Background: an optimization exercise with open tools, aiming at small area. Do not read the settings as production practice.
Where RTL was checked, it was by simulation tests only, not by an equivalence proof against the original.
No activity file was given, so power comes from the tool's default toggle rates.

==> flow/design.v <==
`timescale 1ns/1ps
module reg_file(
    input clk,
    input [31:1] we,
    input [3:0] wdata,
    input [4:0] ra,
    input [4:0] rb,
    output [3:0] qa,
    output [3:0] qb
);
    wire [4*32-1:0] heads;
    assign heads[3:0] = 4'd0;
    genvar g;
    generate
        for (g = 1; g < 32; g = g + 1) begin : R
            reg [31:0] s;
            always @(posedge clk)
                s <= {we[g] ? wdata : s[3:0], s[31:4]};
            assign heads[g*4 +: 4] = s[3:0];
        end
    endgenerate
    assign qa = heads[ra*4 +: 4];
    assign qb = heads[rb*4 +: 4];
endmodule
`timescale 1ns/1ps
module cpu_top(
    input clk,
    input rst,
    output [31:0] imem_addr,
    input  [31:0] imem_rdata,
    output [31:0] dmem_addr,
    output [31:0] dmem_wdata,
    output        dmem_we,
    input  [31:0] dmem_rdata
);
    reg [2:0] ph;         
    reg init;             
    reg r2;               
    reg st_pend;          
    reg c;                
    reg eq;               
    reg [31:2] pc;
    reg [31:0] adr;       
    reg [31:0] wd;        
    assign imem_addr  = {pc, 2'b00};
    assign dmem_addr  = adr;
    assign dmem_wdata = wd;
    assign dmem_we    = st_pend;
    wire [31:0] ins = imem_rdata;
    wire [5:0] op  = ins[31:26];
    wire [4:0] rs  = ins[25:21];
    wire [4:0] rt  = ins[20:16];
    wire [4:0] rd  = ins[15:11];
    wire [5:0] fn  = ins[5:0];
    wire is_r    = op == 6'd0;
    wire is_lw   = op == 6'd35;
    wire is_sw   = op == 6'd43;
    wire is_beq  = op == 6'd4;
    wire is_addi = op == 6'd8;
    wire f_sub = fn == 6'h22;
    wire f_and = fn == 6'h24;
    wire f_or  = fn == 6'h25;
    wire f_xor = fn == 6'h26;
    wire f_slt = fn == 6'h2A;
    wire ph0  = ph == 3'd0;
    wire last = ph == 3'd7;
    wire [3:0] qa, qb;
    reg  [3:0] wnib;
    wire wen;
    wire [4:0] wa = is_r ? rd : rt;
    wire [31:1] we;
    wire [3:0] we_hi;
    wire [7:0] we_lo;
    genvar g;
    generate
        for (g = 0; g < 4; g = g + 1) begin : WH
            assign we_hi[g] = init | (wen & (wa[4:3] == g));
        end
        for (g = 0; g < 8; g = g + 1) begin : WL
            assign we_lo[g] = init | (wa[2:0] == g);
        end
        for (g = 1; g < 32; g = g + 1) begin : WE
            assign we[g] = we_hi[g >> 3] & we_lo[g & 7];
        end
    endgenerate
    reg_file rf(.clk(clk), .we(we), .wdata(wnib), .ra(rs), .rb(rt), .qa(qa), .qb(qb));
    wire [31:0] simm = {{16{ins[15]}}, ins[15:0]};
    wire [3:0] imm_nib = simm[ph*4 +: 4];
    wire use_imm = is_addi | is_lw | is_sw;
    wire do_sub  = is_r & (f_sub | f_slt);
    wire [3:0] a  = qa;
    wire [3:0] b0 = use_imm ? imm_nib : qb;
    wire [3:0] b  = do_sub ? ~b0 : b0;
    wire cin = ph0 ? do_sub : c;
    wire [4:0] sum = {1'b0, a} + {1'b0, b} + {4'd0, cin};
    wire [3:0] x = a ^ b0;
    reg [3:0] res;
    always @(*) begin
        if (is_r & f_and)      res = a & b0;
        else if (is_r & f_or)  res = a | b0;
        else if (is_r & f_xor) res = x;
        else                   res = sum[3:0];
    end
    wire eq_now = (ph0 | eq) & (x == 4'd0);
    wire need_r2 = (is_r & f_slt) | is_lw | is_beq;
    assign wen = ~init & (r2 ? ((is_r & f_slt) | is_lw)
                             : ((is_r & ~f_slt) | is_addi));
    always @(*) begin
        if (init)       wnib = 4'd0;
        else if (!r2)   wnib = res;
        else if (is_lw) wnib = ph0 ? dmem_rdata[3:0] : adr[3:0];
        else            wnib = {3'd0, ph0 & ~c};
    end
    wire cap = r2 & is_lw & ph0;
    wire pc_en = last & ~init & (r2 | ~need_r2);
    wire [29:0] pc_add = (pc_en & r2 & is_beq & eq) ? simm[29:0] : 30'd0;
    always @(posedge clk) begin
        c   <= sum[4];
        if (!r2) eq <= eq_now;
        adr <= {res, cap ? dmem_rdata[31:4] : adr[31:4]};
        wd  <= {qb, wd[31:4]};
    end
    always @(posedge clk or posedge rst) begin
        if (rst) begin
            ph <= 3'd0; init <= 1'b1; r2 <= 1'b0; st_pend <= 1'b0; pc <= 30'd0;
        end else begin
            ph <= ph + 3'd1;
            st_pend <= ~init & ~r2 & is_sw & last;
            pc <= pc + pc_add + {29'd0, pc_en};
            if (last) begin
                init <= 1'b0;
                if (!init)
                    r2 <= ~r2 & need_r2;
            end
        end
    end
endmodule
export LEC_CHECK = 0
export CAP_MARGIN = 20
export CORE_MARGIN = 2
export CORE_UTILIZATION = 72
export SLEW_MARGIN = 20
create_clock -name core_clock -period 7.0 [get_ports {clk}]
standard.sh (not shown) runs the stock make flow with config.mk's settings and CLKGATE_MAP_FILE= SYNTH_SCRIPT=/design/flow/synth_recipe.tcl, a recipe that flattens the netlist after the stock synthesis.
==> flow/flow/run.sh <==
#!/bin/bash
# The standard ORFS flow with three changes to how the layout is made:
#  - synthesis maps the logic with an area-oriented ABC script (flow/area.abc);
#    everything else in synthesis, flip-flop mapping included, is the standard one;
#  - port buffers are buf_1;
#  - the clock tree is built from clkbuf_4 with small clusters and no dummy loads.
# Each step's full output goes to a log of its own in this folder.
set -euo pipefail
W=$(pwd)
cat > "$W/area_synth.tcl" <<EOT
# The standard flow's synthesis script, with ABC's mapping script replaced by flow/area.abc
proc abc {args} {
  set out {}
  set skip 0
  foreach a \$args {
    if {\$skip} { set skip 0; continue }
    if {\$a eq "-script" || \$a eq "-D"} { set skip 1; continue }
    lappend out \$a
  }
  yosys abc -script $W/flow/area.abc {*}\$out
}
source $W/synth_recipe.tcl
EOT
bash standard.sh "SYNTH_SCRIPT=$W/area_synth.tcl" synth > synth.log 2>&1
bash standard.sh \
  "SYNTH_SCRIPT=$W/area_synth.tcl" \
  "BUFFER_PORTS_ARGS=-buffer_cell sky130_fd_sc_hd__buf_1" \
  "CTS_ARGS=-sink_clustering_enable -repair_clock_nets -dont_use_dummy_load -buf_list sky130_fd_sc_hd__clkbuf_4 -sink_clustering_size 10 -sink_clustering_max_diameter 40" \
  finish > layout.log 2>&1
==> flow/flow/area.abc <==
strash
&get -n
&st
&syn2
&dch -f
&nf -R 1000
&put
strash
&get -n
&st
&syn2
&dch -f
&nf -R 1000
&put
Change:
--- a/flow/design.v
+++ b/flow/design.v
@@ -36,16 +36,12 @@
     reg [2:0] ph;         
     reg init;             
     reg r2;               
-    reg st_pend;          
     reg c;                
     reg eq;               
     reg [31:2] pc;
     reg [31:0] adr;       
-    reg [31:0] wd;        
+    reg [27:0] wd;        
     assign imem_addr  = {pc, 2'b00};
-    assign dmem_addr  = adr;
-    assign dmem_wdata = wd;
-    assign dmem_we    = st_pend;
     wire [31:0] ins = imem_rdata;
     wire [5:0] op  = ins[31:26];
     wire [4:0] rs  = ins[25:21];
@@ -101,6 +97,9 @@
         else if (is_r & f_xor) res = x;
         else                   res = sum[3:0];
     end
+    assign dmem_addr  = {res, adr[31:4]};
+    assign dmem_wdata = {qb, wd};
+    assign dmem_we    = last & ~init & ~r2 & is_sw;
     wire eq_now = (ph0 | eq) & (x == 4'd0);
     wire need_r2 = (is_r & f_slt) | is_lw | is_beq;
     assign wen = ~init & (r2 ? ((is_r & f_slt) | is_lw)
@@ -108,24 +107,23 @@
     always @(*) begin
         if (init)       wnib = 4'd0;
         else if (!r2)   wnib = res;
-        else if (is_lw) wnib = ph0 ? dmem_rdata[3:0] : adr[3:0];
+        else if (is_lw) wnib = adr[3:0];
         else            wnib = {3'd0, ph0 & ~c};
     end
-    wire cap = r2 & is_lw & ph0;
+    wire cap = last & ~init & ~r2 & is_lw;
     wire pc_en = last & ~init & (r2 | ~need_r2);
     wire [29:0] pc_add = (pc_en & r2 & is_beq & eq) ? simm[29:0] : 30'd0;
     always @(posedge clk) begin
         c   <= sum[4];
         if (!r2) eq <= eq_now;
-        adr <= {res, cap ? dmem_rdata[31:4] : adr[31:4]};
-        wd  <= {qb, wd[31:4]};
+        adr <= cap ? dmem_rdata : {res, adr[31:4]};
+        wd  <= {qb, wd[27:4]};
     end
     always @(posedge clk or posedge rst) begin
         if (rst) begin
-            ph <= 3'd0; init <= 1'b1; r2 <= 1'b0; st_pend <= 1'b0; pc <= 30'd0;
+            ph <= 3'd0; init <= 1'b1; r2 <= 1'b0; pc <= 30'd0;
         end else begin
             ph <= ph + 3'd1;
-            st_pend <= ~init & ~r2 & is_sw & last;
             pc <= pc + pc_add + {29'd0, pc_en};
             if (last) begin
                 init <= 1'b0;
What happened:
- worst setup slack loses 960 ps
- first-iteration DRC count went down by 7.7%
- cell count went up by 0.46%
- utilization went down by 0.39 points
- cell area stays flat
- global-route usage went up by 1.6 points
- sequential share of layout area went down by 0.32 points
- clock-buffer cell count went down by 1
- critical path depth went down by 12
- non-clock buffer count went up by 3
- power went up by 0.90%
- combinational power went up by 14%
- via count went up by 1.5%
- hold slack is about the same
The RTL of the second run of this note was laid out without a check of its function.

port drivers added, routing unchanged:
No port has a modelled driver above. Below, the same layouts with a new extraction and two added sets of constraints.
Step 1 sets driving cells, clkbuf_16 on the clock port and buf_2 on the other inputs (assumed; they add their load-dependent delay and slew).
Step 2 adds t to the input delays and takes it off the output delays; t is the mean of the earliest and latest rising clock arrival at the registers after step 1. Input paths then give back, and output paths get back, about the clock's delay inside the block.
a / b / c = ideal / step 1 / step 2; a / b = the first two.
| run | t (ns) | slack for setup (ns) | worst setup path after step 2 | worst register clock-pin slew, ns | pins driven straight from the clock port |
|---|---|---|---|---|---|
| the first run | 0.857 | 1.277 / 1.313 / 0.456 | input to register | 0.10 / 0.10 | 1 |
| the second run | 0.861 | 0.320 / 0.260 / 0.222 | input to register | 0.11 / 0.11 | 1 |
After both steps every run listed still meets setup and hold. The setup slack of the first run, which loses most, moves by +0.036 ns with the drivers and by -0.821 ns with both steps.
